This is an optimization exercise on Yosys and OpenROAD, whose aim is a short achievable clock period and few clock cycles, not a production implementation.
RTL that was checked went through simulation tests only; none was proved equivalent to the original.
Only the layout flow was run in run 2; the RTL was not checked for function there.
Power is estimated from default activity; no workload was simulated.

==> design.v <==
module alu(
    input [31:0] a, b,
    input [3:0] op,
    output logic [31:0] res
);
    wire [32:0] intermediate_addsub = a + {(b^{32{op[0]}})} + {31'b0, op[0]};
    always_comb begin : operation
        case(op[2:0])
        3'h0: res = op[3] ? {31'b0, intermediate_addsub[32]} : intermediate_addsub[31:0];
        3'h1: res = op[3] ? {31'b0, !intermediate_addsub[32]} : intermediate_addsub[31:0];
        3'h2: res = a & b;
        3'h3: res = a | b;
        3'h4: res = a ^ b;
        3'h5: res = a >> b[4:0];
        3'h6: res = $signed(a) >>> b[4:0];
        3'h7: res = a << b[4:0];
        endcase
    end
endmodule
module inst_rom(
    input [2:0] opcode,
    output is_alu, is_alui, is_lui, is_st, is_ld, is_jal, is_jalr, is_br,
    output writes_rd, uses_rs1, uses_rs2
);
    assign is_alu  = opcode == 3'd0;
    assign is_alui = opcode == 3'd1;
    assign is_lui  = opcode == 3'd2;
    assign is_st   = opcode == 3'd3;
    assign is_ld   = opcode == 3'd4;
    assign is_jal  = opcode == 3'd5;
    assign is_jalr = opcode == 3'd6;
    assign is_br   = opcode == 3'd7;
    assign writes_rd = !(is_st || is_br);
    assign uses_rs1 = is_alu || is_alui || is_st || is_ld || is_jalr || is_br;
    assign uses_rs2 = is_alu || is_st || is_br;
endmodule
module regfile(
    input clk, we,
    input [31:0] din,
    input [4:0] rs1_addr, rs2_addr, rd_addr,
    output [31:0] rs1, rs2
);
    reg [31:0] memory [31:0];
    always_ff @(posedge clk) if(we && rd_addr != 0) memory[rd_addr] <= din;
    assign rs1 = (rs1_addr != 0) ? memory[rs1_addr] : 32'h0;
    assign rs2 = (rs2_addr != 0) ? memory[rs2_addr] : 32'h0;
endmodule
module mem_adj(
    input [31:0] from_reg,
    input [3:0] fn4,
    input [1:0] addr_low,
    output logic [31:0] to_mem,
    output logic [3:0] mask
);
always_comb begin : OutputAdj_and_Mask
    to_mem = 32'h0;
    mask = 4'h0;
    if(fn4 == 0) begin
        to_mem = {4{from_reg[7:0]}};
        case(addr_low)
        2'h0: mask = 4'b1000;
        2'h1: mask = 4'b0100;
        2'h2: mask = 4'b0010;
        2'h3: mask = 4'b0001;
        endcase
    end else if(fn4 == 1) begin
        to_mem = {2{from_reg[15:0]}};
        mask = addr_low[1] ? 4'b0011 : 4'b1100;
    end else if((fn4 == 2) || (fn4 == 3)) begin to_mem = from_reg; mask = 4'b1111; end
end
endmodule
module fetch_stage(
    input clk, rst, clk_en,
    input [29:0] pc,
    output hit, taken,
    output [29:0] target,
    input [29:0] w_pc, w_target,
    input w_valid, w_taken
);
    reg        v    [0:31];
    reg [7:0]  tag  [0:31];
    reg [29:0] tgt  [0:31];
    reg [1:0]  cnt  [0:31];
    reg [3:0]  cur  [0:31];
    reg [3:0]  last [0:31];
    reg        lv   [0:31];
    wire [4:0] idx = pc[4:0];
    assign hit = v[idx] && (tag[idx] == pc[12:5]);
    wire exit_f = lv[idx] && (cur[idx] == last[idx]);
    assign taken = hit && cnt[idx][1] && !exit_f;
    assign target = tgt[idx];
    wire [4:0] wi = w_pc[4:0];
    wire w_hit = v[wi] && (tag[wi] == w_pc[12:5]);
    wire [1:0] c = cnt[wi];
    wire w_exit = lv[wi] && (cur[wi] == last[wi]) && c[1];
    integer i;
    always_ff @(posedge clk) begin
        if(clk_en) begin
            if(rst) begin
                for(i = 0; i < 32; i = i + 1) v[i] <= 1'b0;
            end else if(w_valid) begin
                if(w_taken) begin
                    v[wi] <= 1'b1;
                    tag[wi] <= w_pc[12:5];
                    tgt[wi] <= w_target;
                    if(w_hit) begin
                        cnt[wi] <= (c == 2'd3) ? 2'd3 : c + 2'd1;
                        cur[wi] <= (cur[wi] == 4'hf) ? 4'hf : cur[wi] + 4'd1;
                    end else begin
                        cnt[wi] <= 2'd3;
                        cur[wi] <= 4'd1;
                        lv[wi] <= 1'b0;
                    end
                end else if(w_hit) begin
                    if(!w_exit) cnt[wi] <= (c == 2'd0) ? 2'd0 : c - 2'd1;
                    last[wi] <= cur[wi];
                    lv[wi] <= 1'b1;
                    cur[wi] <= 4'd0;
                end
            end
        end
    end
endmodule
module decode_stage(
    input [31:0] inst,
    output [31:0] i12, s12,
    output [29:0] b10, j19, r10
);
    assign i12 = {{20{inst[11]}}, inst[11:0]};
    assign s12 = {{20{inst[25]}}, inst[25:21], inst[6:0]};
    assign b10 = {{20{inst[25]}}, inst[25:21], inst[6:2]};
    assign j19 = {{11{inst[20]}}, inst[20:2]};
    assign r10 = {{20{inst[11]}}, inst[11:2]};
endmodule
module exe_stage(
    input [31:0] a, b,
    input [3:0] fn4,
    output logic taken
);
    always_comb begin
        case(fn4[1:0])
        2'h0: taken = fn4[2] ^ (a == b);
        2'h1: taken = fn4[2] ^ (a < b);
        2'h2: taken = fn4[2] ^ ($signed(a) < $signed(b));
        default: taken = 1'b0;
        endcase
    end
endmodule
module writeback_stage(
    input [31:0] from_mem,
    input [3:0] ld_fn4,
    input [1:0] ld_addr_low,
    output logic [31:0] to_reg
);
logic [7:0] adj_byte;
logic [15:0] adj_word;
always_comb begin
    case(ld_addr_low)
    2'h0: adj_byte = from_mem[31:24];
    2'h1: adj_byte = from_mem[23:16];
    2'h2: adj_byte = from_mem[15:8];
    2'h3: adj_byte = from_mem[7:0];
    endcase
    adj_word = ld_addr_low[1] ? from_mem[15:0] : from_mem[31:16];
    case(ld_fn4[1:0])
    2'h0: to_reg = {{24{adj_byte[7] & ld_fn4[3]}}, adj_byte};
    2'h1: to_reg = {{16{adj_word[15] & ld_fn4[3]}}, adj_word};
    default: to_reg = from_mem;
    endcase
end
endmodule
module toplevel(
    input clk, clk_en, rst,
    input [31:0] inst_in, data_in,
    output mem_we, mem_req,
    output [3:0] mask,
    output [31:0] data_out,
    output [29:0] inst_addr, data_addr
);
    reg  [29:0] fpc;
    reg         dv, dbh, dbt, hold;
    reg  [29:0] dpc;
    reg  [31:0] dir_h;
    reg         ev, efa, efb, efs;
    reg         e_ld, e_st, e_jal, e_jalr, e_br, e_wr, e_const;
    reg  [4:0]  erd;
    reg  [3:0]  efn;
    reg  [31:0] ea, eb, es, eimm, econst;
    reg  [29:0] epc, epc1, etgt, ejr, epred;
    reg         mv, mwr, mld;
    reg  [4:0]  mrd;
    reg  [31:0] mres;
    reg  [3:0]  mfn;
    reg  [1:0]  malow;
    reg         mreq_r, mwe_r;
    reg  [29:0] daddr_r;
    reg  [3:0]  mask_r;
    reg  [31:0] dout_r;
    reg         wv, wwr, wld;
    reg  [4:0]  wrd;
    reg  [31:0] wres;
    reg  [3:0]  wfn;
    reg  [1:0]  walow;
    assign inst_addr = fpc;
    assign mem_req = mreq_r & clk_en;
    assign mem_we = mwe_r & clk_en;
    assign data_addr = daddr_r;
    assign mask = mask_r;
    assign data_out = dout_r;
    wire [31:0] ld_val;
    writeback_stage wb(.from_mem(data_in), .ld_fn4(wfn), .ld_addr_low(walow), .to_reg(ld_val));
    wire [31:0] wdata = wld ? ld_val : wres;
    wire        wwe = wv & wwr;
    wire [31:0] dinst = hold ? dir_h : inst_in;
    wire [4:0]  rd  = dinst[25:21];
    wire [4:0]  rs1 = dinst[20:16];
    wire [4:0]  rs2 = dinst[11:7];
    wire [3:0]  fn4 = dinst[15:12];
    wire is_alu, is_alui, is_lui, is_st, is_ld, is_jal, is_jalr, is_br, writes_rd, uses_rs1, uses_rs2;
    inst_rom dec(.opcode(dinst[28:26]), .is_alu(is_alu), .is_alui(is_alui), .is_lui(is_lui),
        .is_st(is_st), .is_ld(is_ld), .is_jal(is_jal), .is_jalr(is_jalr), .is_br(is_br),
        .writes_rd(writes_rd), .uses_rs1(uses_rs1), .uses_rs2(uses_rs2));
    wire [31:0] i12, s12;
    wire [29:0] b10, j19, r10;
    decode_stage imm(.inst(dinst), .i12(i12), .s12(s12), .b10(b10), .j19(j19), .r10(r10));
    wire [31:0] rf1, rf2;
    regfile rf(.clk(clk), .we(wwe), .din(wdata), .rs1_addr(rs1), .rs2_addr(rs2),
               .rd_addr(wrd), .rs1(rf1), .rs2(rf2));
    wire hitE1 = ev & e_wr & (erd == rs1);
    wire hitM1 = mv & mwr & (mrd == rs1);
    wire hitW1 = wv & wwr & (wrd == rs1);
    wire hitE2 = ev & e_wr & (erd == rs2);
    wire hitM2 = mv & mwr & (mrd == rs2);
    wire hitW2 = wv & wwr & (wrd == rs2);
    wire [31:0] opa = hitM1 ? mres : hitW1 ? wdata : rf1;
    wire [31:0] opb = hitM2 ? mres : hitW2 ? wdata : rf2;
    wire stall = dv & ((uses_rs1 & ((hitE1 & e_ld) | (!hitE1 & hitM1 & mld))) |
                       (uses_rs2 & ((hitE2 & e_ld) | (!hitE2 & hitM2 & mld))));
    wire [29:0] dpc1 = dpc + 30'd1;
    wire [29:0] dtgt = dpc + (is_jal ? j19 : b10);
    wire is_ctrl = is_jal | is_jalr | is_br;
    wire static_taken = is_jal | (is_br & dinst[25]);
    wire dr_tgt = !dbh & static_taken;
    wire dr_seq = dbt & !is_ctrl;
    wire [29:0] dpred = dr_tgt ? dtgt : dr_seq ? dpc1 : fpc;
    wire [31:0] a  = efa ? mres : ea;
    wire [31:0] bb = efb ? mres : eb;    
    wire [31:0] sd = efs ? mres : es;    
    wire [31:0] alu_out;
    alu alu_inst(.a(a), .b(bb), .op(efn), .res(alu_out));
    wire [31:0] eres = e_const ? econst : alu_out;
    wire [31:0] addr = a + eimm;
    wire br_taken;
    exe_stage bc(.a(a), .b(sd), .fn4(efn), .taken(br_taken));
    wire [29:0] jr_tgt = ejr + a[31:2];
    wire taken = e_jal | e_jalr | (e_br & br_taken);
    wire [29:0] enext = e_jalr ? jr_tgt : (e_jal | (e_br & br_taken)) ? etgt : epc1;
    wire mis_tgt = etgt != epred;
    wire mis_seq = epc1 != epred;
    wire [29:0] jcmp = epred - ejr;
    wire mis_jr  = a[31:2] != jcmp;
    wire mispred = e_jalr ? mis_jr : (e_jal | (e_br & br_taken)) ? mis_tgt : mis_seq;
    wire eredir = ev & mispred;
    wire [31:0] st_data;
    wire [3:0]  st_mask;
    mem_adj sadj(.from_reg(sd), .fn4(efn), .addr_low(addr[1:0]), .to_mem(st_data), .mask(st_mask));
    wire bt_hit, bt_taken;
    wire [29:0] bt_target;
    fetch_stage btb(.clk(clk), .rst(rst), .clk_en(clk_en), .pc(fpc),
        .hit(bt_hit), .taken(bt_taken), .target(bt_target),
        .w_pc(epc), .w_target(enext), .w_valid(ev & (e_jal | e_jalr | e_br)), .w_taken(taken));
    wire [29:0] fnext = bt_taken ? bt_target : fpc + 30'd1;
    wire d_go = dv & !stall & !eredir;
    always_ff @(posedge clk) begin
        if(clk_en) begin
            if(rst) begin
                fpc <= 30'h0;
                dv <= 1'b0;
                hold <= 1'b0;
            end else if(eredir) begin
                fpc <= enext;
                dv <= 1'b0;
                hold <= 1'b0;
            end else if(stall) begin
                hold <= 1'b1;
            end else if(dv & (dr_tgt | dr_seq)) begin
                fpc <= dpred;
                dv <= 1'b0;
                hold <= 1'b0;
            end else begin
                fpc <= fnext;
                dv <= 1'b1;
                hold <= 1'b0;
            end
            dir_h <= dinst;
            if(!stall) begin
                dpc <= fpc;
                dbh <= bt_hit;
                dbt <= bt_taken;
            end
            ev <= !rst & d_go;
            efa <= hitE1;
            efb <= hitE2 & is_alu;
            efs <= hitE2;
            e_ld <= is_ld;
            e_st <= is_st;
            e_jal <= is_jal;
            e_jalr <= is_jalr;
            e_br <= is_br;
            e_wr <= writes_rd & (rd != 5'd0);
            e_const <= is_lui | is_jal | is_jalr;
            erd <= rd;
            efn <= (is_alu | is_alui | is_st | is_ld | is_br) ? fn4 : 4'h0;
            ea <= opa;
            eb <= is_alui ? i12 : opb;
            es <= opb;
            eimm <= is_st ? s12 : i12;
            econst <= is_lui ? {dinst[20:0], 11'h0} : {dpc1, 2'b00};
            epc <= dpc;
            epc1 <= dpc1;
            etgt <= dtgt;
            ejr <= dpc + r10;
            epred <= dpred;
            mv <= !rst & ev;
            mwr <= e_wr;
            mld <= e_ld;
            mrd <= erd;
            mres <= eres;
            mfn <= efn;
            malow <= addr[1:0];
            mreq_r <= !rst & ev & e_ld;
            mwe_r <= !rst & ev & e_st;
            daddr_r <= addr[31:2];
            mask_r <= st_mask;
            dout_r <= st_data;
            wv <= !rst & mv;
            wwr <= mwr;
            wld <= mld;
            wrd <= mrd;
            wres <= mres;
            wfn <= mfn;
            walow <= malow;
        end
    end
endmodule
==> run.sh <==
#!/bin/bash
# synth_recipe.tcl (not shown) runs the flow's synth.tcl, then flattens the netlist and writes it again
# the make line also repeats each setting of config.mk as NAME=value (left out here)
make -C /OpenROAD-flow-scripts/flow DESIGN_CONFIG=/design/flow/config.mk WORK_HOME=/design/flow/orfs CLKGATE_MAP_FILE= SYNTH_SCRIPT=/design/flow/synth_recipe.tcl finish
==> config.mk <==
export PLATFORM = sky130hd
export DESIGN_NAME = toplevel
export DESIGN_NICKNAME = toplevel
export VERILOG_FILES = /design/flow/design.v
export SDC_FILE = /design/flow/constraint.sdc
export NUM_CORES = 4
export LEC_CHECK = 0
export ABC_CLOCK_PERIOD_IN_PS = 4000
export CAP_MARGIN = 20
export CORE_MARGIN = 2
export CORE_UTILIZATION = 40
export SETUP_SLACK_MARGIN = 5.0
export SLEW_MARGIN = 20
==> constraint.sdc <==
create_clock -name core_clock -period 10.5 [get_ports {clk}]
set_input_delay 2.1000 -clock core_clock [delete_from_list [all_inputs] [get_ports {clk}]]
set_output_delay 2.1000 -clock core_clock [all_outputs]
set_load 0.01 [all_outputs]
==> run notes, run 1 <==
TritonRoute pass-1 iters: 7
Initial Util: 40.2%
Post-route setup TNS: 0 ps
Combinational share of power: 21.5%
Leading cell type in the layout, fill and taps excluded: edfxtp_1
Worst Setup End Kind: register
Post-DR wirelength/cell: 31.0 µm
Final hold violation count: 0
Mean Syn Cell Area: 12.7 µm²
Sw Ratio: 29.9%
Vias per inst: 6.19
Iter 0 DRT Violations: 15900
Pin count of the biggest net entering global routing: 124
Die W: 629 µm
Post-detail-place hpwl: 341 mm
Synth Area in Compound Gates: 7.88%
Vias in the first global route: 105000
Fmax: 177 MHz
Sequential area share after synthesis: 60.5%
Die area: 395000 µm²
Largest family of logic cells by synthesized area: simple AND/OR/NAND/NOR gates
Synth Area in XOR/XNOR: 1.97%
Sinks on Clock Net: 3159
Layout Cells excl Fill: 18000
RSZ-0062 raised after global routing: yes
Peak supply drop: 0.000160 V
Clk slew on worst S/H paths: 60 ps
Slew @ Worst Pin: 1310 ps
Min Tclk post-route: 5660 ps
CP required: 11220 ps
Share of cells above drive strength 1: 17.6%
Filler cells: 34200
Post-synthesis simple-gate area fraction: 12.8%
Post-route DRC: 0
Final period util: 53.9%
Mapped Area: 156000 µm²
Final Max Tran Viols: 0
Crit Path Class: reg -> reg
Number of port buffers: 161
Crit path arrival time: 6380 ps
Clock Latency Late Sink: 980 ps
Mux cell area share after synthesis: 11.8%
Synth warn: 7
Outcome: finished clean
Synthesis-to-layout area growth: 15.8%
Final nets: 12900
Routed Antenna Nets: 0
Worst Setup Start Kind: register
Crit Path Max Fanout: 5
GRT busiest layer: met2
Leak: 62.0 nW
GR Util met2: 41.7%
Most frequent cells in the layout: edfxtp_1 (3117), nand2_1 (2443), nand3_1 (1116)
Top_reg_cell synth: edfxtp_1
Sw Pwr: 10.4 mW
Initial antenna violation count: 19
Synthesis-stage register bit count: 3159
Async S/R FF share, synth: 0%
Synth cell types: 86
Clock root buffer: clkbuf_16
WL final: 559 mm
Max clock buf depth: 4
Post-synth EDFFs: 3117
Total congestion overflow: 0
Clock power share: 34.9%
Num rows: 229
All-Layer GR Usage: 27.2%
H-tree levels: 5
GP Congestion: 0.967
Met3 Usage GRT: 5.36%
Clock skew: 93.9 ps
Placed Cells: 17200
Maxcap violations: 0
Pint: 24.4 mW
Rel. slew slack: 11.7%
Core area: 389000 µm²
First-pass GRT wire length: 779 mm
IO Count: 165
Share of power burned in registers: 43.6%
Final setup fails: 0
Min-Delay Path Class: reg -> reg
Vias: 112000
Pwr Density: 193 nW/µm²
CTS Buf Count: 344
Die Height: 629 µm
Syn Inst Count: 12300
CTS tree: done
Synth Area in Adders: 2.29%
Met1 Use GR: 36.3%
Hold-fix buffer count after cts: 0
cells in the mapped netlist, drive strengths merged (45+ instances only):
library cell | instances | area (µm²)
a211oi | 65 | 513
a21o | 129 | 968
a21oi | 449 | 2250
a311oi | 356 | 3120
a31oi | 97 | 607
and3 | 172 | 1080
buf | 190 | 795
clkbuf | 644 | 2420
edfxtp | 3117 | 93600
ha | 278 | 3480
inv | 264 | 991
mux2 | 63 | 709
mux2i | 217 | 2200
mux4 | 691 | 15600
nand2 | 2447 | 9190
nand3 | 1121 | 5610
nor2 | 558 | 2090
nor3 | 93 | 465
o21a | 73 | 548
o21ai | 254 | 1270
o22ai | 45 | 282
xnor2 | 260 | 2280
xor2 | 92 | 806
layout make-up:
cell class                      instances  area, µm²  area share [%]
Clock inverter                        209       2070            1.15
Sequential cell                      3159      94500            52.2
Multi-Input combinational cell       8077      60400            33.4
Inverter                              268       1140           0.632
Timing Repair inverter                  2       12.5         0.00692
Tap cell                             5197       6500            3.59
Clock buffer                          412       9030            4.99
Timing Repair Buffer                  711       7260            4.02
Antenna cell                           11       27.5          0.0152
critical path: stages, from the launching register on:
cell,delay [ps]
edfxtp_1,410
buf_6,180
buf_6,130
buf_6,120
mux2i_1,160
buf_4,180
clkinvlp_4,170
ha_4,250
nand4_1,110
nor2_1,60
a22o_1,240
or4_4,590
a221o_2,420
nand4_1,170
nand3_4,170
buf_12,190
mux2_4,330
a221oi_2,260
nand4_1,150
buf_6,160
o21a_4,220
o31ai_4,200
buf_4,150
buf_6,100
clkinvlp_4,130
clkbuf_16,190
flip-flops by register name, indices dropped and copies added (netlist names), 64 cells and up, named ones only:
| name | count |
|---|---|
| rf.memory | 1024 |
| btb.cur | 128 |
| btb.tag | 256 |
| btb.cnt | 64 |
| btb.last | 128 |
| btb.tgt | 960 |
logic make-up (layout without fill, tap and decap cells):
| family | after synthesis | after routing |
|---|---|---|
| simple gates | 4643 | 4649 |
| flops | 3159 | 3159 |
| compound gates | 1789 | 1790 |
| buf+inv | 1102 | 1602 |
| mux | 971 | 971 |
| xor+xnor | 352 | 352 |
| fa+ha+maj | 283 | 283 |
| other cells | 1 | 43 |
layer usage:
layer	share of wire (%)	wire length, µm	vias to the layer above
li1	-	-	47400
met3	11	59100	1356
met2	45	251000	6730
met1	38	214000	56200
met5	0.0075	42	-
met4	6.4	35800	6
path summary, 6_finish.rpt:
path | startpoint | to | slack (ps) | depth (start not counted)
hold reg to reg | mfn[3] | wfn[3] | 440 | 0
setup reg to reg | efa | fpc[1] | 4840 | 25
setup / recovery | efa | fpc[1] | 4840 | 25
hold / removal | mfn[3] | wfn[3] | 440 | 0
timing repair:
item | CTS | global route
endpoints found under the setup margin | 3002 | 1265
cloned | 17 | 13
pin swaps | 41 | 68
setup buffers | 120 | 74
gates resized for setup | 254 | 220
power groups by stage:
stage | clock (mW) | combinational (mW) | sequential, mW
3_5_place_dp | 0 | 6.90 | 15.4
5_1_grt | 12.8 | 7.89 | 15.2
2_1_floorplan | 0 | 4.32 | 15.2
4_1_cts | 12.3 | 7.18 | 15.2
6_report | 12.2 | 7.48 | 15.2
3_3_place_gp | 0 | 6.89 | 15.4
per-stage QoR:
stage	hold WS (ps)	utilization [%]	power, mW	cell area [µm²]	worst slack, ps
3_3_place_gp	406	42.5	22.3	165000	2230
3_5_place_dp	430	42.5	22.3	165000	2150
6_report	437	46.5	34.9	181000	4840
4_1_cts	448	46.0	34.7	179000	4800
5_1_grt	454	46.5	35.9	181000	4720
2_1_floorplan	400	-	19.6	157000	4700
Testbench counts, summed over its fixed seeds: cycles 116,940.
==> run 2, diff against run 1 <==
--- a/design.v
+++ b/design.v
@@ -74,24 +74,19 @@
     input [29:0] pc,
     output hit, taken,
+    output [1:0] ctr,
     output [29:0] target,
+    input we,
     input [29:0] w_pc, w_target,
-    input w_valid, w_taken
+    input [1:0] w_ctr
 );
-    reg        v    [0:31];
-    reg [7:0]  tag  [0:31];
-    reg [29:0] tgt  [0:31];
-    reg [1:0]  cnt  [0:31];
-    reg [3:0]  cur  [0:31];
-    reg [3:0]  last [0:31];
-    reg        lv   [0:31];
+    reg        v   [0:31];
+    reg [7:0]  tag [0:31];
+    reg [29:0] tgt [0:31];
+    reg [1:0]  cnt [0:31];
     wire [4:0] idx = pc[4:0];
     assign hit = v[idx] && (tag[idx] == pc[12:5]);
-    wire exit_f = lv[idx] && (cur[idx] == last[idx]);
-    assign taken = hit && cnt[idx][1] && !exit_f;
+    assign ctr = cnt[idx];
+    assign taken = hit && cnt[idx][1];
     assign target = tgt[idx];
-    wire [4:0] wi = w_pc[4:0];
-    wire w_hit = v[wi] && (tag[wi] == w_pc[12:5]);
-    wire [1:0] c = cnt[wi];
-    wire w_exit = lv[wi] && (cur[wi] == last[wi]) && c[1];
     integer i;
     always_ff @(posedge clk) begin
@@ -99,23 +94,9 @@
             if(rst) begin
                 for(i = 0; i < 32; i = i + 1) v[i] <= 1'b0;
-            end else if(w_valid) begin
-                if(w_taken) begin
-                    v[wi] <= 1'b1;
-                    tag[wi] <= w_pc[12:5];
-                    tgt[wi] <= w_target;
-                    if(w_hit) begin
-                        cnt[wi] <= (c == 2'd3) ? 2'd3 : c + 2'd1;
-                        cur[wi] <= (cur[wi] == 4'hf) ? 4'hf : cur[wi] + 4'd1;
-                    end else begin
-                        cnt[wi] <= 2'd3;
-                        cur[wi] <= 4'd1;
-                        lv[wi] <= 1'b0;
-                    end
-                end else if(w_hit) begin
-                    if(!w_exit) cnt[wi] <= (c == 2'd0) ? 2'd0 : c - 2'd1;
-                    last[wi] <= cur[wi];
-                    lv[wi] <= 1'b1;
-                    cur[wi] <= 4'd0;
-                end
+            end else if(we) begin
+                v[w_pc[4:0]] <= 1'b1;
+                tag[w_pc[4:0]] <= w_pc[12:5];
+                tgt[w_pc[4:0]] <= w_target;
+                cnt[w_pc[4:0]] <= w_ctr;
             end
         end
@@ -180,8 +161,10 @@
     reg  [29:0] fpc;
     reg         dv, dbh, dbt, hold;
+    reg  [1:0]  dctr;
     reg  [29:0] dpc;
     reg  [31:0] dir_h;
     reg         ev, efa, efb, efs;
-    reg         e_ld, e_st, e_jal, e_jalr, e_br, e_wr, e_const;
+    reg         e_ld, e_st, e_jal, e_jalr, e_br, e_wr, e_const, e_bh;
+    reg  [1:0]  e_ctr;
     reg  [4:0]  erd;
     reg  [3:0]  efn;
@@ -258,6 +241,5 @@
     wire mis_tgt = etgt != epred;
     wire mis_seq = epc1 != epred;
-    wire [29:0] jcmp = epred - ejr;
-    wire mis_jr  = a[31:2] != jcmp;
+    wire mis_jr  = jr_tgt != epred;
     wire mispred = e_jalr ? mis_jr : (e_jal | (e_br & br_taken)) ? mis_tgt : mis_seq;
     wire eredir = ev & mispred;
@@ -266,8 +248,12 @@
     mem_adj sadj(.from_reg(sd), .fn4(efn), .addr_low(addr[1:0]), .to_mem(st_data), .mask(st_mask));
     wire bt_hit, bt_taken;
+    wire [1:0] bt_ctr;
     wire [29:0] bt_target;
+    wire btb_we = ev & (e_jal | e_jalr | e_br) & (taken | e_bh);
+    wire [1:0] btb_wctr = taken ? (e_bh ? ((e_ctr == 2'd3) ? 2'd3 : e_ctr + 2'd1) : 2'd3)
+                                : ((e_ctr == 2'd0) ? 2'd0 : e_ctr - 2'd1);
     fetch_stage btb(.clk(clk), .rst(rst), .clk_en(clk_en), .pc(fpc),
-        .hit(bt_hit), .taken(bt_taken), .target(bt_target),
-        .w_pc(epc), .w_target(enext), .w_valid(ev & (e_jal | e_jalr | e_br)), .w_taken(taken));
+        .hit(bt_hit), .taken(bt_taken), .ctr(bt_ctr), .target(bt_target),
+        .we(btb_we), .w_pc(epc), .w_target(enext), .w_ctr(btb_wctr));
     wire [29:0] fnext = bt_taken ? bt_target : fpc + 30'd1;
     wire d_go = dv & !stall & !eredir;
@@ -284,4 +270,5 @@
             end else if(stall) begin
                 hold <= 1'b1;
+                dir_h <= dinst;
             end else if(dv & (dr_tgt | dr_seq)) begin
                 fpc <= dpred;
@@ -292,10 +279,8 @@
                 dv <= 1'b1;
                 hold <= 1'b0;
-            end
-            dir_h <= dinst;
-            if(!stall) begin
                 dpc <= fpc;
                 dbh <= bt_hit;
                 dbt <= bt_taken;
+                dctr <= bt_ctr;
             end
             ev <= !rst & d_go;
@@ -310,4 +295,6 @@
             e_wr <= writes_rd & (rd != 5'd0);
             e_const <= is_lui | is_jal | is_jalr;
+            e_bh <= dbh;
+            e_ctr <= dctr;
             erd <= rd;
             efn <= (is_alu | is_alui | is_st | is_ld | is_br) ? fn4 : 4'h0;
==> run 2 against run 1 <==
  * Highest routed layer unchanged
  * Combinational power down 32%
  * Via count fell by 9.0%
  * Routed wire length fell by 9.7%
  * Register-to-register slack worse by 500 ps
  * Cell count fell by 9.1%
  * Cell area shrank 10%
  * Largest power group unchanged
==> run notes, run 2 <==
Outcome: finished clean
Final setup fails: 0
Min Tclk post-route: 6160 ps
Most used cell, CP: buf_8
Largest register by flop count: rf.memory
Post-detail-place hpwl: 299 mm
PnR worst setup slack: 4340 ps
Initial antenna violation count: 19
Clock Latency Late Sink: 950 ps
Leading cell type in the layout, fill and taps excluded: edfxtp_1
Crit path max-delay family: buffers and inverters
Die Height: 593 µm
Worst Setup End Kind: register
Synth cell types: 94
Post-DR wirelength/cell: 30.8 µm
Clock skew: 95.6 ps
Maxcap violations: 0
Sequential area share after synthesis: 62.1%
Max clock buf depth: 4
Worst Setup Start Kind: register
Die W: 593 µm
Synth Area in Compound Gates: 8.45%
Crit Path Class: reg -> reg
Crit-path max cell delay: 440 ps
Synth Area in Adders: 2.29%
Number of port buffers: 161
Async S/R FF share, synth: 0%
Final nets: 11900
Vias in the first global route: 97700
Final hold violation count: 0
Core area: 346000 µm²
Synthesis-stage register bit count: 2883
Vias per inst: 6.20
Leading area contributor after synthesis: edfxtp_1
Mux cell area share after synthesis: 8.53%
Die area: 352000 µm²
Sinks on Clock Net: 2883
Mean Syn Cell Area: 12.3 µm²
Final period util: 58.7%
GP Congestion: 0.910
Post-synthesis simple-gate area fraction: 14.0%
Share of cells above drive strength 1: 16.0%
Min-Delay Path Class: reg -> reg
Synthesis-to-layout area growth: 16.8%
Syn Inst Count: 11300
Crit path arrival time: 6810 ps
TritonRoute pass-1 iters: 9
Post-synth EDFFs: 2846
Synth warn: 7
Post-route DRC: 0
Post-synth top area share: 61.6%
IO Count: 165
Post-route setup TNS: 0 ps
Placed Cells: 15600
WL final: 505 mm
Hold-fix buffer count after cts: 0
Worst Path Buf+Inv: 12
Vias: 102000
Num rows: 216
Rel. slew slack: 15.3%
Largest family of logic cells by synthesized area: simple AND/OR/NAND/NOR gates
Total congestion overflow: 0
Routed Antenna Nets: 0
RSZ-0062 raised after global routing: yes
H-tree levels: 5
Synth Area in XOR/XNOR: 1.91%
Synth top area cells: edfxtp_1 (62%), mux4_2 (6.7%), nand2_1 (6.6%)
CTS tree: done
Post-place setup slack: 1870 ps
Crit Path Max Fanout: 8
Largest register FFs: 1024
Mapped Area: 139000 µm²
All-Layer GR Usage: 27.6%
Pin count of the biggest net entering global routing: 157
Top_reg_cell synth: edfxtp_1
CTS Buf Count: 311
Layout Cells excl Fill: 16400
Fmax: 162 MHz
Final hold slack: 421 ps
Final Max Tran Viols: 0
Peak supply drop: 0.000141 V
CP required: 11150 ps
Count leader, synth: edfxtp_1
CP max stage cell: a211o_4
Slew @ Worst Pin: 1240 ps
Clock root buffer: clkbuf_16
Top cells by count, synth: edfxtp_1 (2846), nand2_1 (2447), nand3_1 (1112)
Clk slew on worst S/H paths: 60 ps
First-pass GRT wire length: 703 mm
Initial Util: 40.1%
Pwr Density: 182 nW/µm²
Iter 0 DRT Violations: 14200
Most frequent cells in the layout: edfxtp_1 (2846), nand2_1 (2440), nand3_1 (1106)
Leak: 56.3 nW
-- run 2: changes by cell type after synthesis, sizes merged, moves of 14 or more --
cell	change
buf	-74
edfxtp	-271
inv	-36
nand2b	-17
o21a	-15
nor2	-104
ha	-30
a221oi	-14
a21o	-20
xnor2	-46
nor3	-22
a21oi	-64
mux2i	-27
mux4	-280
-- run 2: logic make-up (layout without fill, tap and decap cells) --
logic type,Yosys count,count (layout)
buffers and inverters,983,1488
XOR/XNOR,298,298
AND/OR/NAND/NOR,4481,4497
other,1,39
flip-flops,2883,2883
multiplexers,660,661
AO/OA/AOI/OAI,1698,1699
adder cells (fa/ha/maj),252,252
-- run 2: final cells by class --
type,count,area (µm²)
Inverter,235,997
Tap cell,4578,5730
Fill cell,29900,184000
Multi-Input combinational cell,7439,51800
Clock buffer,374,8190
Antenna cell,7,17.5
Clock inverter,184,1660
Timing Repair Buffer,691,7400
Sequential cell,2883,86200
Timing Repair inverter,4,40.0
-- run 2: per-layer routing --
metal  wire length (µm)  global-route usage (%)
met4              32100                    14.8
met2             231000                    43.6
met1             191000                    36.2
met3              51400                    5.25
met5                 46                       0
-- run 2: what timing repair did --
item | CTS | global route
cloned | 39 | 13
buffers inserted | 134 | 72
resized for setup | 377 | 154
endpoints found under the setup margin | 2614 | 1358
pin swaps | 76 | 75
-- run 2: per-stage QoR --
stage                     utilization, %  power (mW)  instance area [µm²]
final                               46.9        29.4               162000
after global routing                46.9        30.3               162000
after CTS                           46.4        29.4               161000
after detailed placement            42.5        18.4               147000
after global placement              42.5        18.3               147000
after floorplan                        -        16.5               140000
-- run 2: worst paths after layout --
| check | startpoint | end | slack (ps) | depth (start not counted) |
|---|---|---|---|---|
| max | efa | fpc[23] | 4340 | 28 |
| min | mfn[3] | wfn[3] | 420 | 0 |
| min reg2reg | mfn[3] | wfn[3] | 420 | 0 |
| max reg2reg | efa | fpc[23] | 4340 | 28 |
-- run 2: power breakdown --
group          leakage [nW]  internal, mW  switching (mW)  total [mW]
combinational          25.1          1.83            3.29        5.12
sequential             26.4          13.2           0.294        13.5
clock                  4.81          6.10            4.68        10.8

-- separate check: timing with driven ports --
How much do the figures lean on ideal ports? The routed layouts below were timed once more, with nothing changed but the port constraints. Step 1 (the two cells are an assumption about what drives the block):
set clk [get_ports {clk}]
set_driving_cell -lib_cell sky130_fd_sc_hd__clkbuf_16 $clk
set_driving_cell -lib_cell sky130_fd_sc_hd__buf_2 [delete_from_list [all_inputs] $clk]
Step 2 adds t to the input delays and takes it off the output delays; t is the mean of the earliest and latest rising clock arrival at the registers after step 1. Input paths then give back, and output paths get back, about the clock's delay inside the block. a / b / c = ideal ports / drivers / drivers and shift; a / b = the first two.
run	t (ns)	slack for setup (ns)	pins driven straight from the clock port
run 1	1.039	4.837 / 4.837 / 3.858	1
run 2	1.014	4.341 / 4.341 / 3.565	1
After both steps setup and hold are still met in every run listed. For run 1, which loses most, drivers alone change the setup slack by 0.000 ns; drivers and shift together by -0.979 ns.
